Source: an optimization exercise on an open RTL-to-GDS flow (aim: small area and a short achievable clock period). Production flows keep margins and buffers that such runs may drop.
RTL that was checked went through simulation tests only; none was proved equivalent to the original.
Power is estimated from default activity; no workload was simulated.

==> flow/design.v <==
module lcm_32(
    input wire [32-1:0] ina, inb,
    input wire clk,
    input wire rst_n,
    output wire [64-1:0] result,
    output reg ready_n);
    reg        gcd_ph, div_ph, mul_ph;    
    reg [31:0] u, v, w;
    reg [5:0]  cnt;
    wire [31:0] y   = mul_ph ? (v & {32{w[0]}}) : ({~v[31:1], 1'b1} & {32{u[0]}});
    wire [32:0] a   = {1'b0, u} + {1'b0, y};
    wire [31:0] ash = {a[32] & mul_ph, a[31:1]};
    assign result = {u, w};
    always @(posedge clk) begin
        if (!rst_n) begin
            gcd_ph  <= 1'b1;
            div_ph  <= 1'b0;
            mul_ph  <= 1'b0;
            u       <= ina;
            v       <= inb;
            cnt     <= 6'd0;
            ready_n <= 1'b1;
        end else if (gcd_ph) begin
            if (u == 32'd0) begin
                u      <= ina;
                cnt[5] <= 1'b1;
                gcd_ph <= 1'b0;
                div_ph <= 1'b1;
            end else if (!u[0]) begin
                u <= ash;
                if (!v[0]) begin
                    v   <= v >> 1;
                    cnt <= cnt + 6'd1;
                end
            end else if (!v[0]) begin
                v <= v >> 1;
            end else if (a[32]) begin  
                u <= ash;
            end else begin
                u <= v;
                v <= u;
            end
        end else if (div_ph) begin
            u   <= ash;
            w   <= {u[0], w[31:1]};
            cnt <= cnt - 6'd1;
            if (cnt == 6'd1) begin
                v      <= inb;
                cnt    <= 6'd32;
                div_ph <= 1'b0;
                mul_ph <= 1'b1;
            end
        end else if (mul_ph) begin
            u   <= ash;
            w   <= {a[0], w[31:1]};
            cnt <= cnt - 6'd1;
            if (cnt == 6'd1) begin
                mul_ph  <= 1'b0;
                ready_n <= 1'b0;
            end
        end
    end
endmodule
==> flow/config.mk <==
export PLATFORM = sky130hd
export DESIGN_NAME = lcm_32
export DESIGN_NICKNAME = lcm_32
export VERILOG_FILES = /design/flow/design.v
export SDC_FILE = /design/flow/constraint.sdc
export NUM_CORES = 4
export LEC_CHECK = 0
export CAP_MARGIN = 20
export CORE_MARGIN = 2
export CORE_UTILIZATION = 40
export SLEW_MARGIN = 20
==> flow/constraint.sdc <==
create_clock -name core_clock -period 10.0 [get_ports {clk}]
set_input_delay 2.0000 -clock core_clock [delete_from_list [all_inputs] [get_ports {clk}]]
set_output_delay 2.0000 -clock core_clock [all_outputs]
set_load 0.01 [all_outputs]
standard.sh (not shown) runs the stock make flow with config.mk's settings and CLKGATE_MAP_FILE= SYNTH_SCRIPT=/design/flow/synth_recipe.tcl, a recipe that flattens the netlist after the stock synthesis.
==> flow/flow/run.sh <==
#!/bin/bash
# The standard layout (standard.sh: the standard flow's synthesis and the ORFS steps, with
# the design's constraints unchanged), with two settings changed:
#  - ORFS's timing repair is asked to leave a setup margin, so that it also
#    works the paths that already meet the design's clock period;
#  - the buffer put on every input and output port is buf_1.
# standard.sh's full output goes to standard_flow.log.
set -euo pipefail
MARGIN=${MARGIN:-6.4}
bash standard.sh \
    SETUP_SLACK_MARGIN=$MARGIN \
    TNS_END_PERCENT=100 \
    "BUFFER_PORTS_ARGS=-buffer_cell sky130_fd_sc_hd__buf_1" \
    finish > standard_flow.log 2>&1
==> next run, changes <==
--- a/flow/design.v
+++ b/flow/design.v
@@ -5,13 +5,16 @@
     output wire [64-1:0] result,
     output reg ready_n);
     reg        gcd_ph, div_ph, mul_ph;    
     reg [31:0] u, v, w;
     reg [5:0]  cnt;
     wire [31:0] y   = mul_ph ? (v & {32{w[0]}}) : ({~v[31:1], 1'b1} & {32{u[0]}});
-    wire [32:0] a   = {1'b0, u} + {1'b0, y};
+    wire [16:0] alo  = {1'b0, u[15:0]} + {1'b0, y[15:0]};
+    wire [16:0] ahi0 = {1'b0, u[31:16]} + {1'b0, y[31:16]};
+    wire [16:0] ahi1 = {1'b0, u[31:16]} + {1'b0, y[31:16]} + 17'd1;
+    wire [32:0] a    = {alo[16] ? ahi1 : ahi0, alo[15:0]};
     wire [31:0] ash = {a[32] & mul_ph, a[31:1]};
     assign result = {u, w};
     always @(posedge clk) begin
         if (!rst_n) begin
             gcd_ph  <= 1'b1;
             div_ph  <= 1'b0;
=> Combinational power came out higher by 48%; worst setup slack degrades by 0.58 ns; via count came out higher by 8.8%; clock skew came out higher by 0.0038 ns; worst hold slack degrades by 0.016 ns; area after synthesis came out higher by 5.8%; first-iteration DRC count came out higher by 5.5%; fmax came out lower by 14%; clock power barely changes; core utilization came out higher by 3.2 points; clock-buffer cell count does not change.
For the second run of this note, only the layout was checked, not whether the RTL still works.

========
RTL: the design.v shown in full above, as it stands there.
export LEC_CHECK = 0
export CAP_MARGIN = 20
export CORE_MARGIN = 2
export CORE_UTILIZATION = 40
export SLEW_MARGIN = 20
create_clock -name core_clock -period 10.0 [get_ports {clk}]
==> flow/flow/run.sh <==
#!/bin/bash
# The standard layout (standard.sh: the standard flow's synthesis and the ORFS steps, with
# the design's constraints unchanged), with two settings changed:
#  - ORFS's timing repair is asked to leave a setup margin, so that it also
#    works the paths that already meet the design's clock period;
#  - the buffer put on every input and output port is buf_1.
# standard.sh's full output goes to standard_flow.log.
set -euo pipefail
MARGIN=${MARGIN:-6.7}
bash standard.sh \
    SETUP_SLACK_MARGIN=$MARGIN \
    TNS_END_PERCENT=100 \
    "BUFFER_PORTS_ARGS=-buffer_cell sky130_fd_sc_hd__buf_1" \
    finish > standard_flow.log 2>&1
Change:
--- a/flow/design.v
+++ b/flow/design.v
@@ -5,14 +5,24 @@
     output wire [64-1:0] result,
     output reg ready_n);
     reg        gcd_ph, div_ph, mul_ph;    
     reg [31:0] u, v, w;
     reg [5:0]  cnt;
-    wire [31:0] y   = mul_ph ? (v & {32{w[0]}}) : ({~v[31:1], 1'b1} & {32{u[0]}});
+    reg         add_q, sub_q;
+    wire [31:0] y   = ({32{add_q}} & v) | ({32{sub_q}} & {~v[31:1], 1'b1});
     wire [32:0] a   = {1'b0, u} + {1'b0, y};
     wire [31:0] ash = {a[32] & mul_ph, a[31:1]};
     assign result = {u, w};
+    wire u0_nx  = !rst_n ? ina[0] :
+                  gcd_ph ? ((u == 32'd0) ? ina[0] : (!u[0] || (v[0] && a[32])) ? a[1] : 1'b1) :
+                  (div_ph || mul_ph) ? a[1] : u[0];
+    wire w0_nx  = (div_ph || mul_ph) ? w[1] : w[0];
+    wire mul_nx = rst_n && ((div_ph && cnt == 6'd1) || (mul_ph && cnt != 6'd1));
+    always @(posedge clk) begin
+        add_q <= mul_nx & w0_nx;
+        sub_q <= ~mul_nx & u0_nx;
+    end
     always @(posedge clk) begin
         if (!rst_n) begin
             gcd_ph  <= 1'b1;
             div_ph  <= 1'b0;
             mul_ph  <= 1'b0;
Setup slack improved by 0.13 ns.
Count of clock-buffer cells in the layout does not change.
Cell count falls by 3.6%.
Routed wire length falls by 1.9%.
Area after synthesis rises by 4.9%.
Fmax rises by 4.0%.
Final area falls by 5.3%.

-- static timing again, ports no longer ideal --
No port has a modelled driver above. Below, the same layouts with a new extraction and two added sets of constraints. Step 1: set_driving_cell puts a clkbuf_16 on clk and a buf_2 on each other input, an assumption about the parent block. Step 2 also shifts input and output timing later by t, the mid clock arrival at the registers, as if the neighbouring blocks saw the same clock. Slacks: ideal ports / drivers / drivers and shift; pairs: ideal ports / drivers.
| run | t, ns | setup slack, ns | worst setup path at the end |
|---|---|---|---|
| the first run of note 1 | 0.407 | 6.481 / 6.481 / 6.186 | input to register |
| the second run of note 1 | 0.398 | 5.903 / 5.903 / 5.806 | input to register |
| the first run of note 2 | 0.411 | 6.603 / 6.603 / 6.427 | input to register |
| the second run of note 2 | 0.408 | 6.735 / 6.731 / 6.365 | input to register |
After both steps every run listed still meets setup and hold. The setup slack of the second run of note 2, which loses most, moves by -0.004 ns with the drivers and by -0.370 ns with both steps.
